Source: an optimization exercise on an open RTL-to-GDS flow (aim: small area). Production flows keep margins and buffers that such runs may drop. The RTL was checked by simulation tests, not by an equivalence proof against the original design. Power and IR drop assume default switching activity.

Design PEArray2, start of the top module:
module PEArray2 #(
    parameter W = 8,
    parameter N = 4
)(
    input logic clk, rst, stationaryCtrl,
    input logic [N-1:0][W-1:0] a_in,
    input logic [N-1:0][W-1:0] b_in,
    input logic [N-1:0][W-1:0] c_in,
    output logic [N-1:0][W-1:0] c_out
);
For scale: about 1600 cells after synthesis, roughly 230 flip-flops, about 18000 µm² of cells after synthesis.
==> flow/config.mk <==
export PLATFORM = sky130hd
export DESIGN_NAME = PEArray2
export DESIGN_NICKNAME = PEArray2
export VERILOG_FILES = /design/flow/design.v
export SDC_FILE = /design/flow/constraint.sdc
export NUM_CORES = 4
export LEC_CHECK = 0
export CAP_MARGIN = 20
export CORE_MARGIN = 2
export CORE_UTILIZATION = 65
export SLEW_MARGIN = 20
export SYNTH_HIERARCHICAL = 1
export SYNTH_MINIMUM_KEEP_SIZE = 0
==> flow/constraint.sdc <==
create_clock -name core_clock -period 6.5 [get_ports {clk}]
set_input_delay 1.3000 -clock core_clock [delete_from_list [all_inputs] [get_ports {clk}]]
set_output_delay 1.3000 -clock core_clock [all_outputs]
set_load 0.01 [all_outputs]
standard.sh (not shown) runs the stock make flow with config.mk's settings and CLKGATE_MAP_FILE= SYNTH_SCRIPT=/design/flow/synth_recipe.tcl, a recipe that flattens the netlist after the stock synthesis.
==> flow/flow/run.sh <==
#!/bin/bash
# Standard ORFS layout; ports are buffered with the smallest buffer and the
# clock tree uses small clock buffers without dummy loads.
set -euo pipefail
export BUFFER_PORTS_ARGS="-buffer_cell sky130_fd_sc_hd__buf_1"
export CTS_ARGS="-sink_clustering_enable -repair_clock_nets -dont_use_dummy_load -sink_clustering_size 16 -sink_clustering_max_diameter 80 -buf_list {sky130_fd_sc_hd__clkbuf_4 sky130_fd_sc_hd__clkbuf_8}"
export RECOVER_POWER=100
bash standard.sh > standard.log 2>&1
The starting point produced a layout that fails on capacitance limit, slew limit.
Rerun with:
==> flow/flow/run.sh (replaced) <==
#!/bin/bash
# Standard ORFS layout; ports are buffered with the smallest buffer and the
# clock tree uses small clock buffers without dummy loads.
set -euo pipefail
export BUFFER_PORTS_ARGS="-buffer_cell sky130_fd_sc_hd__buf_1"
export CTS_ARGS="-sink_clustering_enable -repair_clock_nets -dont_use_dummy_load -buf_list {sky130_fd_sc_hd__clkbuf_4 sky130_fd_sc_hd__clkbuf_8}"
bash standard.sh > standard.log 2>&1
- CORE_UTILIZATION: 65 -> 40
This time the run completed without violations. Via count went up by about 1.2%. Synthesized cell count is unchanged. Final area grows by about 4.6%. Clock power went up by 54%. Maximum frequency decreases by 0.53%.
Rerun with:
--- a/flow/flow/run.sh
+++ b/flow/flow/run.sh
@@ -6 +6 @@
-export CTS_ARGS="-sink_clustering_enable -repair_clock_nets -dont_use_dummy_load -buf_list {sky130_fd_sc_hd__clkbuf_4 sky130_fd_sc_hd__clkbuf_8}"
+export CTS_ARGS="-sink_clustering_enable -repair_clock_nets -dont_use_dummy_load -sink_clustering_size 14 -sink_clustering_max_diameter 60 -buf_list {sky130_fd_sc_hd__clkbuf_4 sky130_fd_sc_hd__clkbuf_8}"
- CORE_UTILIZATION: 40 -> 75
What happened: Synthesized area stays the same; first-iteration DRC count came out higher by 32%; total power drops by 4.3%; register-to-register slack loses 0.22 ns; final cell count drops by 14%; sequential share of layout area rises by 1.2 points; via count increases by 4.0%; die area drops by 46%; final area drops by 4.3%; clock skew went up by 0.015 ns.


v40:
Another version of the RTL of PEArray2 (not shown whole).
Size: ~230 flip-flops, about 0.018 mm^2 of cells after synthesis.
export LEC_CHECK = 0
export CAP_MARGIN = 20
export CORE_MARGIN = 2
export CORE_UTILIZATION = 65
export SLEW_MARGIN = 20
export SYNTH_HIERARCHICAL = 1
export SYNTH_MINIMUM_KEEP_SIZE = 0
create_clock -name core_clock -period 6.5 [get_ports {clk}]
==> flow/flow/run.sh <==
#!/bin/bash
# Standard ORFS layout; ports are buffered with the smallest buffer and the
# clock tree uses small clock buffers without dummy loads.
set -euo pipefail
export BUFFER_PORTS_ARGS="-buffer_cell sky130_fd_sc_hd__buf_1"
export CTS_ARGS="-sink_clustering_enable -repair_clock_nets -dont_use_dummy_load -sink_clustering_size 10 -sink_clustering_max_diameter 50 -buf_list {sky130_fd_sc_hd__clkbuf_4}"
bash standard.sh > standard.log 2>&1
Looking at the reports, v40 completed the entire flow and the layout it produced met the timing, design-rule and antenna checks.
Input changes introduced in v35 (baseline for comparison: v40):
# v40
export LEC_CHECK = 0
export CAP_MARGIN = 20
export CORE_MARGIN = 2
export CORE_UTILIZATION = 65
export SLEW_MARGIN = 20
export SYNTH_HIERARCHICAL = 1
export SYNTH_MINIMUM_KEEP_SIZE = 0
create_clock -name core_clock -period 6.5 [get_ports {clk}]
# v35
export LEC_CHECK = 0
export CAP_MARGIN = 20
export CORE_MARGIN = 2
export CORE_UTILIZATION = 72
export SLEW_MARGIN = 20
export SYNTH_HIERARCHICAL = 1
export SYNTH_MINIMUM_KEEP_SIZE = 0
create_clock -name core_clock -period 6.5 [get_ports {clk}]
==> flow/flow/run.sh <==
#!/bin/bash
# Standard ORFS layout; ports are buffered with the smallest buffer and the
# clock tree uses small clock buffers without dummy loads.
set -euo pipefail
export BUFFER_PORTS_ARGS="-buffer_cell sky130_fd_sc_hd__buf_1"
export CTS_ARGS="-sink_clustering_enable -repair_clock_nets -dont_use_dummy_load -sink_clustering_size 16 -sink_clustering_max_diameter 80 -buf_list {sky130_fd_sc_hd__clkbuf_4 sky130_fd_sc_hd__clkbuf_8}"
bash standard.sh > standard.log 2>&1
Results
Per the comparison of v35 with v40, combinational cell fraction of total power climbed 0.4 points, routed wire length dropped 0.92%, total CTS buffers dropped 16. v40 → v35: cell count after placement fell 45; number of buffers other than clock buffers in the final layout saw an increase; detailed placer's ending HPWL saw little to no change.
Input changes introduced in v41 (baseline for comparison: v35):
# v35
export LEC_CHECK = 0
export CAP_MARGIN = 20
export CORE_MARGIN = 2
export CORE_UTILIZATION = 72
export SLEW_MARGIN = 20
export SYNTH_HIERARCHICAL = 1
export SYNTH_MINIMUM_KEEP_SIZE = 0
create_clock -name core_clock -period 6.5 [get_ports {clk}]
# v41
export LEC_CHECK = 0
export CAP_MARGIN = 20
export CORE_MARGIN = 2
export CORE_UTILIZATION = 65
export SLEW_MARGIN = 20
export SYNTH_HIERARCHICAL = 1
export SYNTH_MINIMUM_KEEP_SIZE = 0
create_clock -name core_clock -period 6.5 [get_ports {clk}]
==> flow/flow/run.sh <==
#!/bin/bash
# Standard ORFS layout; ports are buffered with the smallest buffer and the
# clock tree uses small clock buffers without dummy loads.
set -euo pipefail
export BUFFER_PORTS_ARGS="-buffer_cell sky130_fd_sc_hd__buf_1"
export CTS_ARGS="-sink_clustering_enable -repair_clock_nets -dont_use_dummy_load -sink_clustering_size 14 -sink_clustering_max_diameter 70 -buf_list {sky130_fd_sc_hd__clkbuf_4 sky130_fd_sc_hd__clkbuf_8}"
bash standard.sh > standard.log 2>&1
--- outcome ---
v41 ended with every stage complete and zero timing, DRC or antenna violations.
Critical path depth for v41: 1 down relative to v35
Leakage power total came out higher on v41 than on v35.
Taking v35 as 1.0, v41 lands at 1.12 on clock power.
Compared with v35, v41 shows post-detailed-route wirelength per cell lower by about 1.7%.
Via count: lower on v41
Taking v35 as the reference, in v41 final area went up; share of total power in combinational logic went down; post-layout worst setup margin went up.
Relative to v35, met2 demand-to-capacity share in global routing decreased by 5.1 points in v41.
Comparing v41 and v35, the higher via count normalized by instance count is on v35.


## job 7253
Starting RTL as in the previous note.
export LEC_CHECK = 0
export CAP_MARGIN = 20
export CORE_MARGIN = 2
export CORE_UTILIZATION = 65
export SLEW_MARGIN = 20
export SYNTH_HIERARCHICAL = 1
export SYNTH_MINIMUM_KEEP_SIZE = 0
create_clock -name core_clock -period 6.5 [get_ports {clk}]
==> flow/flow/run.sh <==
#!/bin/bash
# Standard ORFS layout; ports are buffered with the smallest buffer and the
# clock tree uses small clock buffers without dummy loads.
set -euo pipefail
export BUFFER_PORTS_ARGS="-buffer_cell sky130_fd_sc_hd__buf_1"
export CTS_ARGS="-sink_clustering_enable -repair_clock_nets -dont_use_dummy_load -sink_clustering_size 12 -sink_clustering_max_diameter 60 -buf_list {sky130_fd_sc_hd__clkbuf_4}"
bash standard.sh > standard.log 2>&1
Job 7253 ran to completion and came out clean on the timing, design-rule and antenna checks.
Input-level comparison between job 2124 and job 7253:
--- a/flow/flow/run.sh
+++ b/flow/flow/run.sh
@@ -6 +6 @@
-export CTS_ARGS="-sink_clustering_enable -repair_clock_nets -dont_use_dummy_load -sink_clustering_size 12 -sink_clustering_max_diameter 60 -buf_list {sky130_fd_sc_hd__clkbuf_4}"
+export CTS_ARGS="-sink_clustering_enable -repair_clock_nets -dont_use_dummy_load -sink_clustering_size 16 -sink_clustering_max_diameter 80 -buf_list {sky130_fd_sc_hd__clkbuf_4 sky130_fd_sc_hd__clkbuf_8}"
==> comparison <==
In the flow results for job 2124 and job 7253, the total power is larger on job 2124.
Fraction of standard cell area that is sequential across job 2124 and job 7253: no real change.
Area growth from synthesis to final layout, job 2124 and job 7253, higher one = job 2124.
Delta (job 2124 minus job 7253): routed wire length -about 0.4%; period utilization +3.0 points; non-clock buffer count ~0 delta; peak supply drop +0.0017 mV; met3 layer wire length in the routed design ~0 delta.
Per the comparison of job 2124 with job 7253, normalized max-slew margin shows an increase of 1.0 points; count of clock-buffer cells in the layout down 9.
[job 2124 vs job 7253] wire length on met2: lower in job 2124
Setup changes, job 2124 to job 5304
Settings: setting GPL_TIMING_DRIVEN to 0 for the first time.
Notes after the runs:
[compare] base=job 2124 new=job 5304: slew at the pin with the worst max-slew slack lost 0.12 ns; switching share of total power picked up an extra 2.2 points.
Job 5304 vs. job 2124: combinational power increased 9.5%; worst hold slack now smaller.
Portion of the layout cell area used by non-clock buffers ends up higher on job 5304.


PEArray2 with an RTL version that a note above also has.
Size: ~1600 cells after synthesis, roughly 230 flip-flops, roughly 130 I/O pins, roughly 18000 sq um of cells after synthesis.
clock: 6.5 ns
lec_check: 0
cap_margin: 20
core_margin: 2
core_utilization: 65
gpl_timing_driven: 0
slew_margin: 20
synth_hierarchical: 1
synth_minimum_keep_size: 0
==> flow/flow/run.sh <==
#!/bin/bash
# Standard ORFS layout; ports are buffered with the smallest buffer and the
# clock tree uses small clock buffers without dummy loads.
set -euo pipefail
export BUFFER_PORTS_ARGS="-buffer_cell sky130_fd_sc_hd__buf_1"
export CTS_ARGS="-sink_clustering_enable -repair_clock_nets -dont_use_dummy_load -sink_clustering_size 16 -sink_clustering_max_diameter 80 -buf_list {sky130_fd_sc_hd__clkbuf_4 sky130_fd_sc_hd__clkbuf_8}"
bash standard.sh > standard.log 2>&1
The first run finished clean.
Then changed:
--- a/flow/config.mk
+++ b/flow/config.mk
@@ -9,5 +9,4 @@
 export CORE_MARGIN = 2
 export CORE_UTILIZATION = 65
-export GPL_TIMING_DRIVEN = 0
 export SLEW_MARGIN = 20
 export SYNTH_HIERARCHICAL = 1
Outcome:
- sequential power is about the same
- cell area hardly moves
- first-iteration DRC count falls by 22%
- global-route usage drops by 0.34 points
- combinational power goes down by 9.8%
- flip-flop and latch count is unchanged
- utilization goes up by 0.18 points
- total power decreases by 6.8%
Then changed:
==> flow/flow/run.sh (replaced) <==
#!/bin/bash
# Standard ORFS layout; ports are buffered with the smallest buffer.
set -euo pipefail
export BUFFER_PORTS_ARGS="-buffer_cell sky130_fd_sc_hd__buf_1"
bash standard.sh > standard.log 2>&1
--- a/flow/config.mk
+++ b/flow/config.mk
@@ -8,5 +8,5 @@
 export CAP_MARGIN = 20
 export CORE_MARGIN = 2
-export CORE_UTILIZATION = 65
+export CORE_UTILIZATION = 40
 export SLEW_MARGIN = 20
 export SYNTH_HIERARCHICAL = 1
- The changed run passed the timing, design-rule and antenna checks
- global-route usage came out lower by 13 points
- register-to-register slack is about the same
- worst setup slack is worse by 29 ps
- clock skew went down by 57 ps
- utilization decreases by 25 points
- power rose by about 12%
- routed wire length is higher by 9.1%

-- afterwards: timing with drivers on the ports --
The flow's constraints put no driver on any port. The routed layouts listed below were extracted and timed again, unchanged, in two steps. Step 1 assumes that a clkbuf_16 drives the clock port and a buf_2 every other input. Step 2 also shifts input and output timing later by t, the mid clock arrival at the registers, as if the neighbouring blocks saw the same clock. Three values: no drivers, after step 1, after step 2; two values: the first two.
run	t (ns)	setup WS [ns]	worst register clock-pin slew, ns
the first run of note 1	0.591	0.439 / 0.464 / -0.126	0.10 / 0.10
the second run of note 1	0.620	0.407 / 0.436 / -0.184	0.06 / 0.06
the third run of note 1	0.605	0.327 / 0.352 / -0.253	0.11 / 0.11
v40	0.666	1.389 / 1.412 / 0.745	0.11 / 0.11
v35	0.576	1.073 / 1.095 / 0.519	0.11 / 0.11
v41	0.598	1.317 / 1.340 / 0.742	0.10 / 0.10
job 7253	0.740	1.496 / 1.516 / 0.777	0.12 / 0.12
job 2124	0.577	1.298 / 1.322 / 0.745	0.12 / 0.12
job 5304	0.571	0.786 / 0.810 / 0.239	0.12 / 0.12
the first run of note 4	0.587	0.106 / 0.134 / -0.453	0.11 / 0.11
the second run of note 4	0.593	0.442 / 0.467 / -0.126	0.10 / 0.10
the third run of note 4	0.630	0.413 / 0.447 / -0.183	0.06 / 0.06
The setup slack of job 7253, which loses most, moves by +0.020 ns with the drivers and by -0.719 ns with both steps.
